Source: an optimization exercise on an open RTL-to-GDS flow (aim: small area, a short achievable clock period and few clock cycles per item). Production flows keep margins and buffers that such runs may drop. At most, simulation tests tie the RTL to the original design; equivalence was not proved.

==> flow/design.v <==
module joinC #(parameter N = 2)(
	input [N - 1 : 0] valid_in,
	output reg  [N - 1 : 0] ready_in,
	output valid_out,
	input ready_out
);
	assign valid_out = &valid_in; 
	reg[N - 1 : 0] singleValid;
	integer i, j;
	always @(*)begin
		for(i = 0; i < N; i = i + 1)begin
			singleValid[i] = 1;
			for(j = 0; j < N; j = j + 1)
				if(i != j)
					singleValid[i] = singleValid[i] & valid_in[j];
		end
		for(i = 0; i < N; i = i + 1)begin
			ready_in[i] = singleValid[i] & ready_out;
		end
	end
endmodule
module OEHB #(parameter INPUTS = 2,
		parameter OUTPUTS = 1,
		parameter DATA_IN_SIZE = 32,
		parameter DATA_OUT_SIZE = 32)
	(
		input clk,
		input rst,
		input [INPUTS * (DATA_IN_SIZE)- 1 : 0]data_in_bus,
		input [INPUTS - 1 : 0]valid_in_bus,
		output [INPUTS - 1 : 0] ready_in_bus,
		output [OUTPUTS * (DATA_OUT_SIZE) - 1 : 0]data_out_bus,
		output reg [OUTPUTS - 1 : 0]valid_out_bus,
		input 	[OUTPUTS - 1 : 0] ready_out_bus
);
	wire reg_en;
	reg [DATA_IN_SIZE - 1 : 0] data_reg;
	always@(posedge clk, posedge rst)
		if(rst)
			valid_out_bus[0] <= 0;
		else
			valid_out_bus[0] <= valid_in_bus[0] | ~ready_in_bus[0];
	always@(posedge clk, posedge rst)
		if(rst)
			data_reg <= 0;
		else if(reg_en)
			data_reg <= data_in_bus[0 * DATA_IN_SIZE +: DATA_IN_SIZE];
	assign data_out_bus[0 * DATA_OUT_SIZE +: DATA_OUT_SIZE] = data_reg;
	assign ready_in_bus[0] = ~valid_out_bus[0] | ready_out_bus[0];
	assign reg_en = ready_in_bus[0] & valid_in_bus[0];
endmodule
module sdiv_op #(parameter INPUTS = 2,
		parameter OUTPUTS = 1,
		parameter DATA_IN_SIZE = 32,
		parameter DATA_OUT_SIZE = 32)
		(
		input clk,
		input rst,
		input [INPUTS * (DATA_IN_SIZE)- 1 : 0]data_in_bus,
		input [INPUTS - 1 : 0]valid_in_bus,
		output [INPUTS - 1 : 0] ready_in_bus,
		output [OUTPUTS * (DATA_OUT_SIZE) - 1 : 0]data_out_bus,
		output [OUTPUTS - 1 : 0]valid_out_bus,
		input [OUTPUTS - 1 : 0] ready_out_bus
);
	localparam K    = 4;                  
	localparam K1   = 3;                  
	localparam NC   = 1 + (32 - K1 + K - 1) / K;   
	localparam CW   = (NC > 8) ? 4 : (NC > 4) ? 3 : (NC > 2) ? 2 : 1;
	localparam DW   = K1 + (NC - 1) * K;  
	function [5:0] clz;
		input [31:0] x;
		integer i;
		begin
			clz = 6'd32;
			for (i = 0; i < 32; i = i + 1)
				if (x[i]) clz = 6'd31 - i;
		end
	endfunction
	function [32:0] add32;
		input [31:0] x, y;
		input        cin;
		reg [31:0] g, p, G, P;
		reg [32:0] cy;
		integer i, l, w;
		begin
			g = x & y;
			p = x ^ y;
			G = g;
			P = p;
			for (l = 0; l < 5; l = l + 1) begin
				w = 1 << l;
				for (i = 31; i >= 0; i = i - 1)
					if (i % (2 * w) == 2 * w - 1) begin
						G[i] = G[i] | (P[i] & G[i - w]);
						P[i] = P[i] & P[i - w];
					end
			end
			for (l = 3; l >= 0; l = l - 1) begin
				w = 1 << l;
				for (i = 31; i >= 0; i = i - 1)
					if (i >= 3 * w - 1 && i % (2 * w) == w - 1) begin
						G[i] = G[i] | (P[i] & G[i - w]);
						P[i] = P[i] & P[i - w];
					end
			end
			cy[0] = cin;
			for (i = 0; i < 32; i = i + 1)
				cy[i + 1] = G[i] | (P[i] & cin);
			add32 = {cy[32], p ^ cy[31:0]};
		end
	endfunction
	reg        sa, sb;
	reg [30:0] ma, mb;
	reg f0, f1;           
	reg rdy0, rdy1;       
	reg          busy;
	reg          fin;     
	reg [CW-1:0] cnt;     
	reg [31:0]   rem;     
	reg [DW-1:0] dq;      
	reg [31:0]   dvs;     
	reg          dsn;     
	reg          neg;     
	reg [31:0] qout;
	reg        qvalid;
	assign ready_in_bus  = {rdy1, rdy0};
	assign data_out_bus  = qout;
	assign valid_out_bus = qvalid;
	wire start    = ~busy & f0 & f1;
	wire [31:0] ax   = {1'b0, ma};            
	wire [31:0] bx   = {1'b0, mb};            
	wire [31:0] amag = ax + sa;
	wire [32:0] adif = {1'b0, amag} + {1'b0, ~bx} + {32'd0, ~sb};    
	wire        sgn1 = (sa ^ sb) & adif[32];
	wire [31:0] dvd  = sgn1 ? adif[31:0] : amag;
	wire        apow = sa & ~|(ma[30:1] & ~ma[29:0]);    
	wire [6:0]  nb   = {1'b0, clz(bx)} - {1'b0, clz(ax)} + {6'd0, apow} + 7'd1;
	reg [CW-1:0] c1;      
	reg [30:0]   rem0;
	reg [DW-1:0] dq0;
	integer c;
	always @(*) begin
		c1 = NC - 1;
		for (c = NC - 1; c >= 1; c = c - 1)
			if (nb[6] || nb <= K1 + (c - 1) * K)        
				c1 = c - 1;
		rem0 = 31'd0;
		dq0  = {DW{1'b0}};
		for (c = 0; c < NC; c = c + 1)
			if (c1 == c) begin
				rem0 = (K1 + c * K >= 32) ? 31'd0 : (dvd >> (K1 + c * K));
				dq0  = {{(DW-32){1'b0}}, dvd} << (DW - K1 - c * K);
			end
	end
	reg [31:0]   w;
	reg [DW-1:0] d;
	reg [31:0]   bv;
	reg          bs;
	reg          op;
	reg [32:0]   sum;
	integer j;
	always @(*) begin
		w  = rem;
		d  = dq;
		bv = dvs;
		bs = dsn;
		for (j = 0; j < K; j = j + 1) begin
			if (j == K - K1 && !busy) begin
				w  = {1'b0, rem0};
				d  = dq0;
				bv = bx;
				bs = sb;
			end
			op  = ~w[31];
			sum = add32({w[30:0], d[DW-1]}, bv ^ {32{op}}, op ^ bs);
			w   = sum[31:0];
			d   = {d[DW-2:0], ~w[31]};
		end
	end
	wire        last = busy ? ((cnt == 0) | fin) : (c1 == 0);
	wire        sgn  = busy ? neg : sgn1;
	wire [31:0] qf   = (busy & fin) ? dq[31:0] : d[31:0];
	wire [31:0] res  = qf ^ {32{sgn}};
	wire take    = start | busy;                   
	wire hold_o  = qvalid & ~ready_out_bus[0];     
	wire busy_n  = (take & ~last) | (take & last & hold_o);
	wire f0_n    = (~f0 | start) ? valid_in_bus[0] : f0;    
	wire f1_n    = (~f1 | start) ? valid_in_bus[1] : f1;
	always @(posedge clk, posedge rst)
		if (rst) begin
			f0 <= 1'b0; f1 <= 1'b0;
			busy <= 1'b0;
			qvalid <= 1'b0;
		end else begin
			f0 <= f0_n; f1 <= f1_n;
			busy <= busy_n;
			qvalid <= hold_o | (take & last);
		end
	always @(posedge clk) begin
		rdy0 <= ~f0_n | (f1_n & ~busy_n);
		rdy1 <= ~f1_n | (f0_n & ~busy_n);
	end
	always @(posedge clk) begin
		if (~f0 | start) begin                       
			sa <= data_in_bus[31];
			ma <= data_in_bus[30:0] ^ {31{data_in_bus[31]}};
		end
		if (~f1 | start) begin                       
			sb <= data_in_bus[63];
			mb <= data_in_bus[62:32] ^ {31{data_in_bus[63]}};
		end
		if (~hold_o) qout <= res;
		if (~busy) begin
			dvs <= bx;
			dsn <= sb;
			neg <= sgn1;
		end
		rem <= w;
		if (~(busy & fin)) dq <= d;
		fin <= last;
		if (start | busy) cnt <= busy ? cnt - 1'b1 : c1 - 1'b1;
	end
endmodule
==> flow/config.mk <==
export PLATFORM = sky130hd
export DESIGN_NAME = sdiv_op
export DESIGN_NICKNAME = sdiv_op
export VERILOG_FILES = /design/flow/design.v
export SDC_FILE = /design/flow/constraint.sdc
export NUM_CORES = 4
export LEC_CHECK = 0
export CAP_MARGIN = 20
export CORE_MARGIN = 2
export CORE_UTILIZATION = 40
export SLEW_MARGIN = 20
==> flow/constraint.sdc <==
create_clock -name core_clock -period 90.0 [get_ports {clk}]
set_input_delay 18.0000 -clock core_clock [delete_from_list [all_inputs] [get_ports {clk}]]
set_output_delay 18.0000 -clock core_clock [all_outputs]
set_load 0.01 [all_outputs]
standard.sh (not shown) runs the stock make flow with config.mk's settings and CLKGATE_MAP_FILE= SYNTH_SCRIPT=/design/flow/synth_recipe.tcl, a recipe that flattens the netlist after the stock synthesis.
==> flow/flow/run.sh <==
#!/bin/bash
# The standard layout, except that the port buffers are buf_2 cells
# rather than the cell buffer_ports picks by default (clkdlybuf4s50_1).
set -euo pipefail
export BUFFER_PORTS_ARGS="-buffer_cell sky130_fd_sc_hd__buf_2"
bash standard.sh > standard_make.log 2>&1
Testbench counts at the start, summed over its fixed seeds: cycles 5,387, items 2,400.
Then changed:
--- a/flow/design.v
+++ b/flow/design.v
@@ -66,5 +66,5 @@
 	localparam K    = 4;                  
 	localparam K1   = 3;                  
-	localparam NC   = 1 + (32 - K1 + K - 1) / K;   
+	localparam NC   = 1 + (31 - K1 + K - 1) / K;   
 	localparam CW   = (NC > 8) ? 4 : (NC > 4) ? 3 : (NC > 2) ? 2 : 1;
 	localparam DW   = K1 + (NC - 1) * K;  
@@ -150,6 +150,6 @@
 		for (c = 0; c < NC; c = c + 1)
 			if (c1 == c) begin
-				rem0 = (K1 + c * K >= 32) ? 31'd0 : (dvd >> (K1 + c * K));
-				dq0  = {{(DW-32){1'b0}}, dvd} << (DW - K1 - c * K);
+				rem0 = dvd >> (K1 + c * K);
+				dq0  = dvd << (DW - K1 - c * K);
 			end
 	end
@@ -181,6 +181,6 @@
 	wire        last = busy ? ((cnt == 0) | fin) : (c1 == 0);
 	wire        sgn  = busy ? neg : sgn1;
-	wire [31:0] qf   = (busy & fin) ? dq[31:0] : d[31:0];
-	wire [31:0] res  = qf ^ {32{sgn}};
+	wire [30:0] qf   = (busy & fin) ? dq[30:0] : d[30:0];    
+	wire [31:0] res  = {1'b0, qf} ^ {32{sgn}};
 	wire take    = start | busy;                   
 	wire hold_o  = qvalid & ~ready_out_bus[0];     
Result: The changed run ran to the end with no violations; register-to-register slack degrades by 110 ps; wire length drops by about 6%; worst setup slack degrades by 5.9 ps; sequential share of layout area drops by 1.4 points; non-clock buffer count climbs by 9.
Testbench counts after the change, summed over its fixed seeds: cycles 5,387, items 2,400.


== oak ==
RTL: the design.v shown in full above, as it stands there.
==> flow/config.mk <==
export PLATFORM = sky130hd
export DESIGN_NAME = sdiv_op
export DESIGN_NICKNAME = sdiv_op
export VERILOG_FILES = /design/flow/design.v
export SDC_FILE = /design/flow/constraint.sdc
export NUM_CORES = 4
export LEC_CHECK = 0
export CAP_MARGIN = 20
export CORE_MARGIN = 2
export CORE_UTILIZATION = 40
export SLEW_MARGIN = 20
==> flow/constraint.sdc <==
create_clock -name core_clock -period 90.0 [get_ports {clk}]
set_input_delay 18.0000 -clock core_clock [delete_from_list [all_inputs] [get_ports {clk}]]
set_output_delay 18.0000 -clock core_clock [all_outputs]
set_load 0.01 [all_outputs]
run.sh (not shown) runs the stock make flow with config.mk's settings and CLKGATE_MAP_FILE= SYNTH_SCRIPT=/design/flow/synth_recipe.tcl, a recipe that flattens the netlist after the stock synthesis.
Stock flow here: none of the scripts above is used.
Testbench counts of oak, summed over its fixed seeds: cycles 5,387, items 2,400.
Input-level comparison between pine and oak:
==> flow/design.v, changed modules only <==
module sdiv_op #(parameter INPUTS = 2,
		parameter OUTPUTS = 1,
		parameter DATA_IN_SIZE = 32,
		parameter DATA_OUT_SIZE = 32)
		(
		input clk,
		input rst,
		input [INPUTS * (DATA_IN_SIZE)- 1 : 0]data_in_bus,
		input [INPUTS - 1 : 0]valid_in_bus,
		output [INPUTS - 1 : 0] ready_in_bus,
		output [OUTPUTS * (DATA_OUT_SIZE) - 1 : 0]data_out_bus,
		output [OUTPUTS - 1 : 0]valid_out_bus,
		input [OUTPUTS - 1 : 0] ready_out_bus
);
	localparam K    = 4;                  
	localparam K1   = 3;                  
	localparam NC   = 1 + (32 - K1 + K - 1) / K;   
	localparam CW   = (NC > 1) ? $clog2(NC) : 1;
	localparam DW   = K1 + (NC - 1) * K;  
	function [5:0] clz;
		input [31:0] x;
		integer i;
		begin
			clz = 6'd32;
			for (i = 0; i < 32; i = i + 1)
				if (x[i]) clz = 6'd31 - i;
		end
	endfunction
	function [32:0] add32;
		input [31:0] x, y;
		input        cin;
		reg [31:0] g, p, G, P;
		reg [32:0] cy;
		integer i, l, w;
		begin
			g = x & y;
			p = x ^ y;
			G = g;
			P = p;
			for (l = 0; l < 5; l = l + 1) begin
				w = 1 << l;
				for (i = 31; i >= 0; i = i - 1)
					if (i % (2 * w) == 2 * w - 1) begin
						G[i] = G[i] | (P[i] & G[i - w]);
						P[i] = P[i] & P[i - w];
					end
			end
			for (l = 3; l >= 0; l = l - 1) begin
				w = 1 << l;
				for (i = 31; i >= 0; i = i - 1)
					if (i >= 3 * w - 1 && i % (2 * w) == w - 1) begin
						G[i] = G[i] | (P[i] & G[i - w]);
						P[i] = P[i] & P[i - w];
					end
			end
			cy[0] = cin;
			for (i = 0; i < 32; i = i + 1)
				cy[i + 1] = G[i] | (P[i] & cin);
			add32 = {cy[32], p ^ cy[31:0]};
		end
	endfunction
	reg        sa, sb;
	reg [30:0] ma, mb;
	reg f0, f1;           
	reg rdy0, rdy1;       
	reg          busy;
	reg          fin;     
	reg [CW-1:0] cnt;     
	reg [31:0]   rem;     
	reg [DW-1:0] dq;      
	reg [31:0]   dvs;     
	reg          dsn;     
	reg          neg;     
	reg [31:0] qout;
	reg        qvalid;
	assign ready_in_bus  = {rdy1, rdy0};
	assign data_out_bus  = qout;
	assign valid_out_bus = qvalid;
	wire start    = ~busy & f0 & f1;
	wire [31:0] ax   = {1'b0, ma};            
	wire [31:0] bx   = {1'b0, mb};            
	wire [31:0] amag = ax + sa;
	wire [32:0] adif = {1'b0, amag} + {1'b0, ~bx} + {32'd0, ~sb};    
	wire        sgn1 = (sa ^ sb) & adif[32];
	wire [31:0] dvd  = sgn1 ? adif[31:0] : amag;
	wire        apow = sa & ~|(ma[30:1] & ~ma[29:0]);    
	wire [6:0]  nb   = {1'b0, clz(bx)} - {1'b0, clz(ax)} + {6'd0, apow} + 7'd1;
	reg [CW-1:0] c1;      
	reg [30:0]   rem0;
	reg [DW-1:0] dq0;
	integer c;
	always @(*) begin
		c1 = NC - 1;
		for (c = NC - 1; c >= 1; c = c - 1)
			if ($signed(nb) <= K1 + (c - 1) * K)
				c1 = c - 1;
		rem0 = 31'd0;
		dq0  = {DW{1'b0}};
		for (c = 0; c < NC; c = c + 1)
			if (c1 == c) begin
				rem0 = (K1 + c * K >= 32) ? 31'd0 : (dvd >> (K1 + c * K));
				dq0  = {{(DW-32){1'b0}}, dvd} << (DW - K1 - c * K);
			end
	end
	reg [31:0]   w;
	reg [DW-1:0] d;
	reg [31:0]   bv;
	reg          bs;
	reg          op;
	reg [32:0]   sum;
	integer j;
	always @(*) begin
		w  = rem;
		d  = dq;
		bv = dvs;
		bs = dsn;
		for (j = 0; j < K; j = j + 1) begin
			if (j == K - K1 && !busy) begin
				w  = {1'b0, rem0};
				d  = dq0;
				bv = bx;
				bs = sb;
			end
			op  = ~w[31];
			sum = add32({w[30:0], d[DW-1]}, bv ^ {32{op}}, op ^ bs);
			w   = sum[31:0];
			d   = {d[DW-2:0], ~w[31]};
		end
	end
	wire        last = busy ? ((cnt == 0) | fin) : (c1 == 0);
	wire        sgn  = busy ? neg : sgn1;
	wire [31:0] qf   = (busy & fin) ? dq[31:0] : d[31:0];
	wire [31:0] res  = qf ^ {32{sgn}};
	wire take    = start | busy;                   
	wire wload   = start | (busy & ~last);         
	wire hold_o  = qvalid & ~ready_out_bus[0];     
	wire busy_n  = (take & ~last) | (take & last & hold_o);
	wire f0_n    = (~f0 | start) ? valid_in_bus[0] : f0;    
	wire f1_n    = (~f1 | start) ? valid_in_bus[1] : f1;
	always @(posedge clk, posedge rst)
		if (rst) begin
			f0 <= 1'b0; f1 <= 1'b0;
			rdy0 <= 1'b1; rdy1 <= 1'b1;
			busy <= 1'b0;
			qvalid <= 1'b0;
		end else begin
			f0 <= f0_n; f1 <= f1_n;
			rdy0 <= ~f0_n | (f1_n & ~busy_n);
			rdy1 <= ~f1_n | (f0_n & ~busy_n);
			busy <= busy_n;
			qvalid <= hold_o | (take & last);
		end
	always @(posedge clk) begin
		if (~f0 | start) begin                       
			sa <= data_in_bus[31];
			ma <= data_in_bus[30:0] ^ {31{data_in_bus[31]}};
		end
		if (~f1 | start) begin                       
			sb <= data_in_bus[63];
			mb <= data_in_bus[62:32] ^ {31{data_in_bus[63]}};
		end
		if (~hold_o) qout <= res;
		if (start) begin
			dvs <= bx;
			dsn <= sb;
			neg <= sgn1;
		end
		if (wload) begin
			rem <= w;
			dq  <= d;
			cnt <= busy ? cnt - 1'b1 : c1 - 1'b1;
			fin <= ~busy & last;
		end
	end
endmodule
[summary]
pine: no failed stages, no open violations at the end. STATUS clock skew: pine loses against oak. pine ends up with a overall global routing resource usage that is 0.25 points higher than in oak. Compared with oak, pine shows a die extent in y that is 1.8% higher. On synthesized instance count: pine sits above oak. Compared to oak, pine shows a narrower setup margin. The final reports for pine and oak show layout multi-input combinational cell count higher in the former. Relative to oak, the final cell area reported for pine is higher. Going from oak to pine, the initial core utilization was found to have gone down by 0.21 points. On pine: setup slack of the worst register-to-register path is 0.33 ns lower than what oak gave. Post-synthesis sequential element count down 0.48% in pine wrt oak. Changes observed in pine relative to oak: non-clock buffer count shows an increase of 7.4%. Between pine and oak, it is pine whose worst hold margin is lower, by 0.010 ns.
For pine, only the layout was checked, not whether the RTL still works.

-- afterwards: timing with drivers on the ports --
The flow's constraints put no driver on any port. The routed layouts listed below were extracted and timed again, unchanged, in two steps.
Step 1 assumes that a clkbuf_16 drives the clock port and a buf_2 every other input.
Step 2 moves the port delays by t, midway between the first and last clock arrival at a register: inputs arrive t later, outputs are due t later. That takes back most of the time a late clock gives input paths.
a / b / c = ideal ports / drivers / drivers and shift; a / b = the first two.
run | shift t [ns] | setup WS [ns] | hold slack, ns | worst slew at a driven data input, ns | pins driven straight from the clock port
the first run of note 1 | 0.597 | 70.916 / 70.864 / 70.817 | 0.582 / 0.582 / 0.582 | 0.04 | 1
the second run of note 1 | 0.615 | 70.910 / 70.853 / 70.739 | 0.531 / 0.531 / 0.531 | 0.04 | 1
oak | 0.609 | 70.561 / 70.507 / 70.607 | 0.570 / 0.570 / 0.570 | 0.05 | 1
pine | 0.629 | 70.378 / 70.321 / 70.553 | 0.560 / 0.560 / 0.560 | 0.04 | 1
After both steps every run listed still meets setup and hold. For the second run of note 1, which loses most, drivers alone change the setup slack by -0.057 ns; drivers and shift together by -0.171 ns.
